From an optimization exercise on the open Yosys and OpenROAD flow, aimed at small area, a short achievable clock period and few clock cycles per item; shortcuts taken in it are not production practice.

run A:
==> module division_float_32, before the edit <==
module division_float_32(clock, start, operand1, operand2, result, finish, illegal);
	input clock;
	input start;
	input [31:0] operand1, operand2;
	output [31:0] result;
	output finish;
	output illegal;
	wire [23:0] m1 = {1'b1, operand1[22:0]};
	wire [23:0] m2 = {1'b1, operand2[22:0]};
	wire        big = operand1[22:0] >= operand2[22:0];    
	wire [23:0] m2d = m2 - 24'd1;                          
	reg  [7:0]  exp_r;
	reg         zero_r, sign_r;
	reg  [22:0] d;
	always @(posedge clock) begin
		d <= operand2[22:0];
		exp_r  <= (({1'b0, operand1[30:23]} + 9'd127) < {1'b0, operand2[30:23]} || operand1 == 32'd0) ? 8'd0 :
		          operand1[30:23] + ~operand2[30:23] + 8'd127 + {7'd0, big};
		zero_r <= (operand1 == 32'd0);
		sign_r <= (operand1[31] ^ operand2[31]) & (operand1 != 32'd0);
	end
	function automatic [25:0] step(input [24:0] r, input [22:0] dd, input inj);
		reg [25:0] c;
		begin
			c = {1'b0, r} - {2'b01, dd};
			step = c[25] ? {1'b0, r[23:0], inj} : {1'b1, c[23:0], inj};
		end
	endfunction
	reg  [24:0] r;       
	reg  [22:0] L;       
	reg  [3:0]  cnt;
	wire done = (cnt == 4'd12);
	wire [25:0] s0 = step(r, d, L[22]);
	wire [25:0] s1 = step(s0[24:0], d, L[21]);
	always @(posedge clock) begin
		if (start)
			r <= big ? {1'b0, m1} : {m1, 1'b0};
		else
			r <= s1[24:0];
		if (start) begin
			L   <= big ? {1'b0, m2d[23:2]} : m2d[23:1];
			cnt <= 4'd0;
		end else if (!done) begin
			L   <= {L[20:0], s0[25], s1[25]};
			cnt <= cnt + 4'd1;
		end
	end
	assign result = {sign_r, exp_r, L & {23{~zero_r}}};
	assign finish = done;
	assign illegal = (operand2 == 32'd0);
endmodule
clock: 5.5 ns
lec_check: 0
cap_margin: 20
core_margin: 2
core_utilization: 40
slew_margin: 20
run.sh (not shown) runs the stock make flow with config.mk's settings and CLKGATE_MAP_FILE= SYNTH_SCRIPT=/design/flow/synth_recipe.tcl, a recipe that flattens the netlist after the stock synthesis.
Setup changes, run A to run B
==> flow/design.v <==
module division_float_32(clock, start, operand1, operand2, result, finish, illegal);
	input clock;
	input start;
	input [31:0] operand1, operand2;
	output [31:0] result;
	output finish;
	output illegal;
	wire [23:0] m1 = {1'b1, operand1[22:0]};
	wire [23:0] m2 = {1'b1, operand2[22:0]};
	reg  [23:0] d1;
	reg  [25:0] d3;
	reg  [7:0]  exp_r;
	reg         unf_r, zero_r, sign_r;
	always @(posedge clock) begin
		d1     <= m2;
		d3     <= {1'b0, m2, 1'b0} + {2'b0, m2};
		exp_r  <= 8'd127 + operand1[30:23] - operand2[30:23];
		unf_r  <= ({1'b0, operand1[30:23]} + 9'd127) < {1'b0, operand2[30:23]};
		zero_r <= (operand1 == 32'd0);
		sign_r <= operand1[31] ^ operand2[31];
	end
	function automatic [25:0] digit(input [25:0] X, input [23:0] d, input [25:0] t);
		reg [26:0] c1, c2, c3;
		begin
			c1 = {1'b0, X} - {3'b0, d};
			c2 = {1'b0, X} - {2'b0, d, 1'b0};
			c3 = {1'b0, X} - {1'b0, t};
			if (!c3[26])      digit = {2'd3, c3[23:0]};
			else if (!c2[26]) digit = {2'd2, c2[23:0]};
			else if (!c1[26]) digit = {2'd1, c1[23:0]};
			else              digit = {2'd0, X[23:0]};
		end
	endfunction
	reg  [25:1] x;
	reg  [28:0] q;
	wire done = q[28];
	wire [25:0] s1 = digit({x, 1'b0}, d1, d3);
	wire [25:0] s2 = digit({s1[23:0], 2'b0}, d1, d3);
	always @(posedge clock) begin
		if (start) begin
			x <= {1'b0, m1};
			q <= 29'd1;
		end else if (!done) begin
			x <= {s2[23:0], 1'b0};
			q <= {q[24:0], s1[25:24], s2[25:24]};
		end
	end
	wire [24:0] Q = q[27:3];
	wire rnd = q[2] & ((q[1:0] != 2'd0) | (x[25:2] != 24'd0));
	wire [25:0] Qr = {1'b0, Q} + rnd;
	wire [22:0] frac = Qr[24] ? Qr[23:1] : Qr[22:0];
	wire [7:0] expo = unf_r ? 8'd0 : (Qr[24] ? exp_r : exp_r - 8'd1);
	assign result = zero_r ? 32'd0 : {sign_r, expo, frac};
	assign finish = done;
	assign illegal = (operand2 == 32'd0);
endmodule
## What came out
Run B finished all stages; however, its layout fails the closing checks, the failures being setup timing. Run B: multi-input logic portion of the cell area lower than run A. Setup slack in run B is smaller than in run A. Share of cell area taken by flip-flops and latches ended up 8.3 points lower on run B than on run A. Changes observed in run B relative to run A: die area went up by about 75%; peak clock frequency supported by timing fell 10%; depth of the worst register-to-register path increased by about 15% relative to the old numbers. Diff run A -> run B: sequential cell count of the final layout increased by about 33% relative to the old numbers; post-detailed-routing wire length increased by 150% relative to the old numbers.
No run of this note included a check of the RTL's function; only the layout flow was run.

-- afterwards: timing with drivers on the ports --
The flow's constraints put no driver on any port. The routed layouts listed below were extracted and timed again, unchanged, in two steps. Step 1 (the two cells are an assumption about what drives the block):
set clk [get_ports {clock}]
set_driving_cell -lib_cell sky130_fd_sc_hd__clkbuf_16 $clk
set_driving_cell -lib_cell sky130_fd_sc_hd__buf_2 [delete_from_list [all_inputs] $clk]
Step 2 adds t to the input delays and takes it off the output delays; t is the mean of the earliest and latest rising clock arrival at the registers after step 1. Input paths then give back, and output paths get back, about the clock's delay inside the block. Slacks: ideal ports / drivers / drivers and shift; pairs: ideal ports / drivers.
run	t, ns	setup slack, ns	worst register clock-pin slew, ns	pins driven straight from the clock port
run A	0.392	0.377 / 0.377 / 0.377	0.07 / 0.07	1
run B	0.480	-0.215 / -0.215 / -0.215	0.06 / 0.06	1
